Background: an optimization exercise with open tools, aiming at small area and a short achievable clock period. Do not read the settings as production practice.
Function was checked by simulation only, so behaviour that the tests miss may differ from the original.
No activity file was given, so power comes from the tool's default toggle rates.

==> run B: inputs <==
// ALU_Micros1
module ALU_Micros1(
  input  [7:0] iA,
  input  [7:0] iB,
  input  [4:0] ALU_Sel,
  input        iClk,
  output [7:0] oRESALU,
  output [4:0] oBanderas
);
==> flow/config.mk <==
export PLATFORM = sky130hd
export DESIGN_NAME = ALU_Micros1
export DESIGN_NICKNAME = ALU_Micros1
export VERILOG_FILES = /design/flow/design.v
export SDC_FILE = /design/flow/constraint.sdc
export NUM_CORES = 4
export LEC_CHECK = 0
export ABC_AREA = 1
export CAP_MARGIN = 20
export CORE_MARGIN = 2
export CORE_UTILIZATION = 65
export SLEW_MARGIN = 20
export SYNTH_HIERARCHICAL = 1
export SYNTH_MINIMUM_KEEP_SIZE = 0
==> flow/constraint.sdc <==
create_clock -name core_clock -period 13.0 [get_ports {iClk}]
set_input_delay 2.6000 -clock core_clock [delete_from_list [all_inputs] [get_ports {iClk}]]
set_output_delay 2.6000 -clock core_clock [all_outputs]
set_load 0.01 [all_outputs]
standard.sh (not shown) runs the stock make flow with config.mk's settings and CLKGATE_MAP_FILE= SYNTH_SCRIPT=/design/flow/synth_recipe.tcl, a recipe that flattens the netlist after the stock synthesis.
==> flow/flow/run.sh <==
#!/bin/bash
# The standard layout (standard.sh) with these changes:
#  - synthesis maps full adders (Yosys extract_fa) only inside the design's `fa` module,
#    instead of wherever a 3-input XOR/majority pair appears (in the divider that put slow
#    adder cells on the critical path); everything else is left to ABC as usual;
#  - the port buffers that placement inserts are sky130_fd_sc_hd__buf_2;
set -euo pipefail
W=$PWD
rm -rf "$W/scripts_fa"
cp -r "$FLOW_HOME/scripts" "$W/scripts_fa"
sed -i 's/^  extract_fa {\*}\[dont_use_extract_fa_args\]$/  extract_fa {*}[dont_use_extract_fa_args] fa/' "$W/scripts_fa/synth.tcl"
grep -q 'extract_fa {\*}\[dont_use_extract_fa_args\] fa$' "$W/scripts_fa/synth.tcl"
export BUFFER_PORTS_ARGS="-buffer_cell sky130_fd_sc_hd__buf_2"
bash standard.sh SCRIPTS_DIR="$W/scripts_fa" SETUP_SLACK_MARGIN=6 finish > "$W/flow.log" 2>&1
==> run F (differences from run B) <==
--- a/flow/design.v
+++ b/flow/design.v
@@ -34,28 +34,27 @@
   wire o_left  = o_asl | o_lsl | o_rol;
   wire o_right = o_asr | o_lsr | o_ror;
   wire asx = o_asl | o_asr;
   wire m_sh  = c[3];                         
   wire m_rev = c[3] & ~c[0];                 
   wire m_rot = c[2] & (c[1] ^ c[0]);         
   wire m_asx = ~c[2] & (c[1] ^ c[0]);        
-  wire m_l8  = ~c[2] & c[1] & c[0];          
   wire a_b   = c[2] & (c[0] | ~c[1]);        
   wire a_nb  = s[4];                         
   wire a_one = (c[3] & ~c[0]) | (~c[2] & c[1] & c[0]) | (c[2] & c[1] & ~c[0]);   
   wire a_cin = s[4] | ~(c[0] | c[3]);        
   wire a_ce  = s[4] | ~(c[3] | c[2]) | (c[3] & c[1] & c[0]);   
   wire a_pe  = ~(c[2] & ~c[1] & ~c[0]);      
   wire a_ge  = c[2] & ~c[1];                 
   wire [7:0] am = {iA[7] & ~(m_asx & m_rev), iA[6:0]};
   wire [7:0] ma = m_rev ? {am[0], am[1], am[2], am[3], am[4], am[5], am[6], am[7]} : iA;
-  wire       inr  = m_asx ? ~|iB[6:3] : ~|iB[7:3];    
   wire [7:0] oneh = 8'd1 << iB[2:0];
-  wire [8:0] shb  = m_rot ? 9'd2 : {m_l8 & (iB == 8'd8), {8{inr}} & oneh};
-  wire [8:0] mb   = m_sh ? shb : {1'b0, iB};
+  wire [7:0] shb  = m_rot ? 8'd2 : oneh;
+  wire [8:0] mb   = m_sh ? {1'b0, shb} : {1'b0, iB};
+  wire       sbig = asx ? |iB[6:3] : |iB[7:3];
   wire pp0_0 = ~(ma[0] & mb[0]);
   wire pp0_1 = ~(ma[0] & mb[1]);
   wire pp0_2 = ~(ma[0] & mb[2]);
   wire pp0_3 = ~(ma[0] & mb[3]);
   wire pp0_4 = ~(ma[0] & mb[4]);
   wire pp0_5 = ~(ma[0] & mb[5]);
   wire pp0_6 = ~(ma[0] & mb[6]);
@@ -107,47 +106,47 @@
   wire m6_s = ~(pp0_4 ^ pp1_3);
   wire m6_c = pp0_4 | pp1_3;
   wire m7_s, m7_c;
   fa u_m7 (.a(pp0_5), .b(pp1_4), .c(pp2_3), .s(m7_s), .co(m7_c));
   wire m8_s = ~(pp3_2 ^ pp4_1);
   wire m8_c = pp3_2 | pp4_1;
   wire m9_s, m9_c;
-  fa u_m9 (.a(m1_s), .b(pp2_4), .c(pp3_3), .s(m9_s), .co(m9_c));
+  fa u_m9 (.a(pp2_4), .b(pp3_3), .c(pp4_2), .s(m9_s), .co(m9_c));
   wire m10_s, m10_c;
-  fa u_m10 (.a(pp4_2), .b(pp5_1), .c(pp6_0), .s(m10_s), .co(m10_c));
+  fa u_m10 (.a(pp5_1), .b(pp6_0), .c(m1_s), .s(m10_s), .co(m10_c));
   wire m11_s, m11_c;
-  fa u_m11 (.a(m2_s), .b(m3_s), .c(pp5_2), .s(m11_s), .co(m11_c));
+  fa u_m11 (.a(pp5_2), .b(pp6_1), .c(pp7_0), .s(m11_s), .co(m11_c));
   wire m12_s, m12_c;
-  fa u_m12 (.a(pp6_1), .b(pp7_0), .c(m1_c), .s(m12_s), .co(m12_c));
-  wire mx13 = mx4 ^ mx5 ^ pp6_2;
-  wire mx14 = pp7_1 ^ m2_c ^ m3_c;
+  fa u_m12 (.a(m1_c), .b(m3_s), .c(m2_s), .s(m12_s), .co(m12_c));
+  wire mx13 = pp6_2 ^ pp7_1 ^ m3_c;
+  wire mx14 = mx4 ^ mx5 ^ m2_c;
   wire m15_s = ~(pp0_3 ^ pp1_2);
   wire m15_c = pp0_3 | pp1_2;
   wire m16_s, m16_c;
-  fa u_m16 (.a(m6_s), .b(pp2_2), .c(pp3_1), .s(m16_s), .co(m16_c));
+  fa u_m16 (.a(pp2_2), .b(pp3_1), .c(pp4_0), .s(m16_s), .co(m16_c));
   wire m17_s, m17_c;
-  fa u_m17 (.a(m7_s), .b(m8_s), .c(pp5_0), .s(m17_s), .co(m17_c));
+  fa u_m17 (.a(pp5_0), .b(m6_c), .c(m8_s), .s(m17_s), .co(m17_c));
   wire m18_s, m18_c;
-  fa u_m18 (.a(m9_s), .b(m10_s), .c(m7_c), .s(m18_s), .co(m18_c));
+  fa u_m18 (.a(m8_c), .b(m7_c), .c(m9_s), .s(m18_s), .co(m18_c));
   wire m19_s, m19_c;
-  fa u_m19 (.a(m11_s), .b(m12_s), .c(m9_c), .s(m19_s), .co(m19_c));
-  wire mx20 = mx13 ^ mx14 ^ m11_c;
+  fa u_m19 (.a(m9_c), .b(m11_s), .c(m10_c), .s(m19_s), .co(m19_c));
+  wire mx20 = m11_c ^ mx13 ^ mx14;
   wire m21_s = ~(pp0_2 ^ pp1_1);
   wire m21_c = pp0_2 | pp1_1;
   wire m22_s, m22_c;
-  fa u_m22 (.a(m15_s), .b(pp2_1), .c(pp3_0), .s(m22_s), .co(m22_c));
+  fa u_m22 (.a(pp2_1), .b(pp3_0), .c(m15_s), .s(m22_s), .co(m22_c));
   wire m23_s, m23_c;
-  fa u_m23 (.a(m16_s), .b(pp4_0), .c(m15_c), .s(m23_s), .co(m23_c));
+  fa u_m23 (.a(m15_c), .b(m6_s), .c(m16_s), .s(m23_s), .co(m23_c));
   wire m24_s, m24_c;
-  fa u_m24 (.a(m17_s), .b(m6_c), .c(m16_c), .s(m24_s), .co(m24_c));
+  fa u_m24 (.a(m16_c), .b(m7_s), .c(m17_s), .s(m24_s), .co(m24_c));
   wire m25_s, m25_c;
-  fa u_m25 (.a(m18_s), .b(m8_c), .c(m17_c), .s(m25_s), .co(m25_c));
+  fa u_m25 (.a(m17_c), .b(m10_s), .c(m18_s), .s(m25_s), .co(m25_c));
   wire m26_s, m26_c;
-  fa u_m26 (.a(m19_s), .b(m10_c), .c(m18_c), .s(m26_s), .co(m26_c));
-  wire mx27 = mx20 ^ m12_c ^ m19_c;
+  fa u_m26 (.a(m18_c), .b(m12_s), .c(m19_s), .s(m26_s), .co(m26_c));
+  wire mx27 = m12_c ^ m19_c ^ mx20;
   wire [8:0] P;
   wire [8:0] mfx = {~mx27, ~m26_s, ~m25_s, ~m24_s, ~m23_s, ~m22_s, ~m21_s, ~pp0_1, ~pp0_0};
   wire [8:0] mfy = {~m26_c, ~m25_c, ~m24_c, ~m23_c, ~m22_c, ~m21_c, ~pp2_0, ~pp1_0, 1'b0};
   wire [8:0] mfp = mfx ^ mfy;
   wire [8:0] mfg = mfx & mfy;
   wire mfc28_g = mfg[1] | (mfp[1] & mfg[0]);
   wire mfc28_p = mfp[1] & mfp[0];
@@ -481,21 +480,23 @@
   wire adc169_p = ap[4] & adc164_p;
   wire adc170_g = ag[6] | (ap[6] & adc167_g);
   wire adc170_p = ap[6] & adc167_p;
   wire [8:0] ac = {adc166_g, adc170_g, adc167_g, adc169_g, adc164_g, adc168_g, adc160_g, (ag[0] | (ap[0] & cin)), cin};
   wire [7:0] au = (({8{a_pe}} & ap) | ({8{a_ge}} & ag)) ^ ({8{a_ce}} & ac[7:0]);
   wire sum8 = ab8 ^ ac[8];
   wire [7:0] Prev = {P[0], P[1], P[2], P[3], P[4], P[5], P[6], P[7]};
-  wire o_pl = o_mul | o_lsl | o_rol;
+  wire o_pl = o_mul | ((o_lsl & ~sbig) | o_rol);
+  wire o_pa = o_pl | (o_asl & ~sbig);
+  wire o_pr = (o_lsr | o_asr) & ~sbig | o_ror;
   wire [7:0] D = ({8{o_au}} & au)
-      | ({o_pl, {7{o_pl | o_asl}}} & P[7:0])
-      | ({o_lsr | o_ror, {7{o_right}}} & Prev)
+      | ({o_pl, {7{o_pa}}} & P[7:0])
+      | ({(o_lsr & ~sbig) | o_ror, {7{o_pr}}} & Prev)
       | ({8{o_div}} & q)
       | {(asx & iA[7]) | (o_ror & iA[0]), 6'd0, o_rol & iA[7]};
-  wire f_v = ((o_pl & P[8]) | (o_ar & sum8)) & ~hold;
+  wire f_v = ((o_pl & P[8]) | (o_ar & sum8) | (o_lsl & (iB == 8'd8) & iA[0])) & ~hold;
   wire f_c = D[7] & ~(o_not | asx | hold);
   always @(posedge iClk) begin
     if (!hold) ALU_Q <= D;
     Banderas_Q <= {~^ALU_Q, f_v, f_c, ALU_Q[7], ~|ALU_Q};
   end
 endmodule
 module fa(input a, input b, input c, output s, output co);
--- a/flow/flow/run.sh
+++ b/flow/flow/run.sh
@@ -7,8 +7,8 @@
 set -euo pipefail
 W=$PWD
 rm -rf "$W/scripts_fa"
 cp -r "$FLOW_HOME/scripts" "$W/scripts_fa"
 sed -i 's/^  extract_fa {\*}\[dont_use_extract_fa_args\]$/  extract_fa {*}[dont_use_extract_fa_args] fa/' "$W/scripts_fa/synth.tcl"
 grep -q 'extract_fa {\*}\[dont_use_extract_fa_args\] fa$' "$W/scripts_fa/synth.tcl"
 export BUFFER_PORTS_ARGS="-buffer_cell sky130_fd_sc_hd__buf_2"
-bash standard.sh SCRIPTS_DIR="$W/scripts_fa" SETUP_SLACK_MARGIN=6 finish > "$W/flow.log" 2>&1
+bash standard.sh SCRIPTS_DIR="$W/scripts_fa" SETUP_SLACK_MARGIN=6.5 finish > "$W/flow.log" 2>&1
==> notes <==
Run B went through all stages and came out clean. Run F finished with timing, DRC and antenna clean. Against run B, the cell count of run F is higher by 4.0%. Power: run B is lower than run F (6.4%). In run B the final area is smaller than in run F, by about 5.6%. In run B the via count is lower than in run F, by 3.1%.
==> figures <==
                                                                       run F                    run B
Result of the run                                    complete, no violations  complete, no violations
Pre-CTS WS                                                           5.92 ns                  5.68 ns
Number of global-route vias before repair                               4942                     4888
PnR Total Power                                                       382 uW                   358 uW
Part of the cycle the worst path needs                                 0.487                    0.522
Switching power                                                       201 uW                   189 uW
CP startpoint                                                          iB[7]                    iB[3]
Proportion of power drawn by the clock network                         0.098                    0.100
Syn Std Cell Area                                                  4590 um^2                4530 um^2
Cell with the largest stage delay on the worst path                   nor2_1                     fa_1

## separate check: timing with driven ports
The results above use ideal ports. As a check the final layouts listed here were re-extracted and re-timed, cells and wires unchanged. Step 1 (the two cells are an assumption about what drives the block):
set clk [get_ports {iClk}]
set_driving_cell -lib_cell sky130_fd_sc_hd__clkbuf_16 $clk
set_driving_cell -lib_cell sky130_fd_sc_hd__buf_2 [delete_from_list [all_inputs] $clk]
Step 2, shift: input delay + t, output delay - t, t = (earliest + latest rising clock arrival at the registers) / 2. This alone moves slack from input paths to output paths. a / b / c = ideal / step 1 / step 2; a / b = the first two.
| run | t (ns) | setup WS [ns] | worst setup path after step 2 | latest minus earliest clock arrival (ns) |
|---|---|---|---|---|
| run B | 0.262 | 6.213 / 6.209 / 5.948 | input to register | 0.001 / 0.001 |
| run F | 0.269 | 6.669 / 6.647 / 6.378 | input to register | 0.001 / 0.001 |
After both steps every run listed still meets setup and hold. For run F, which loses most, drivers alone change the setup slack by -0.022 ns; drivers and shift together by -0.291 ns.
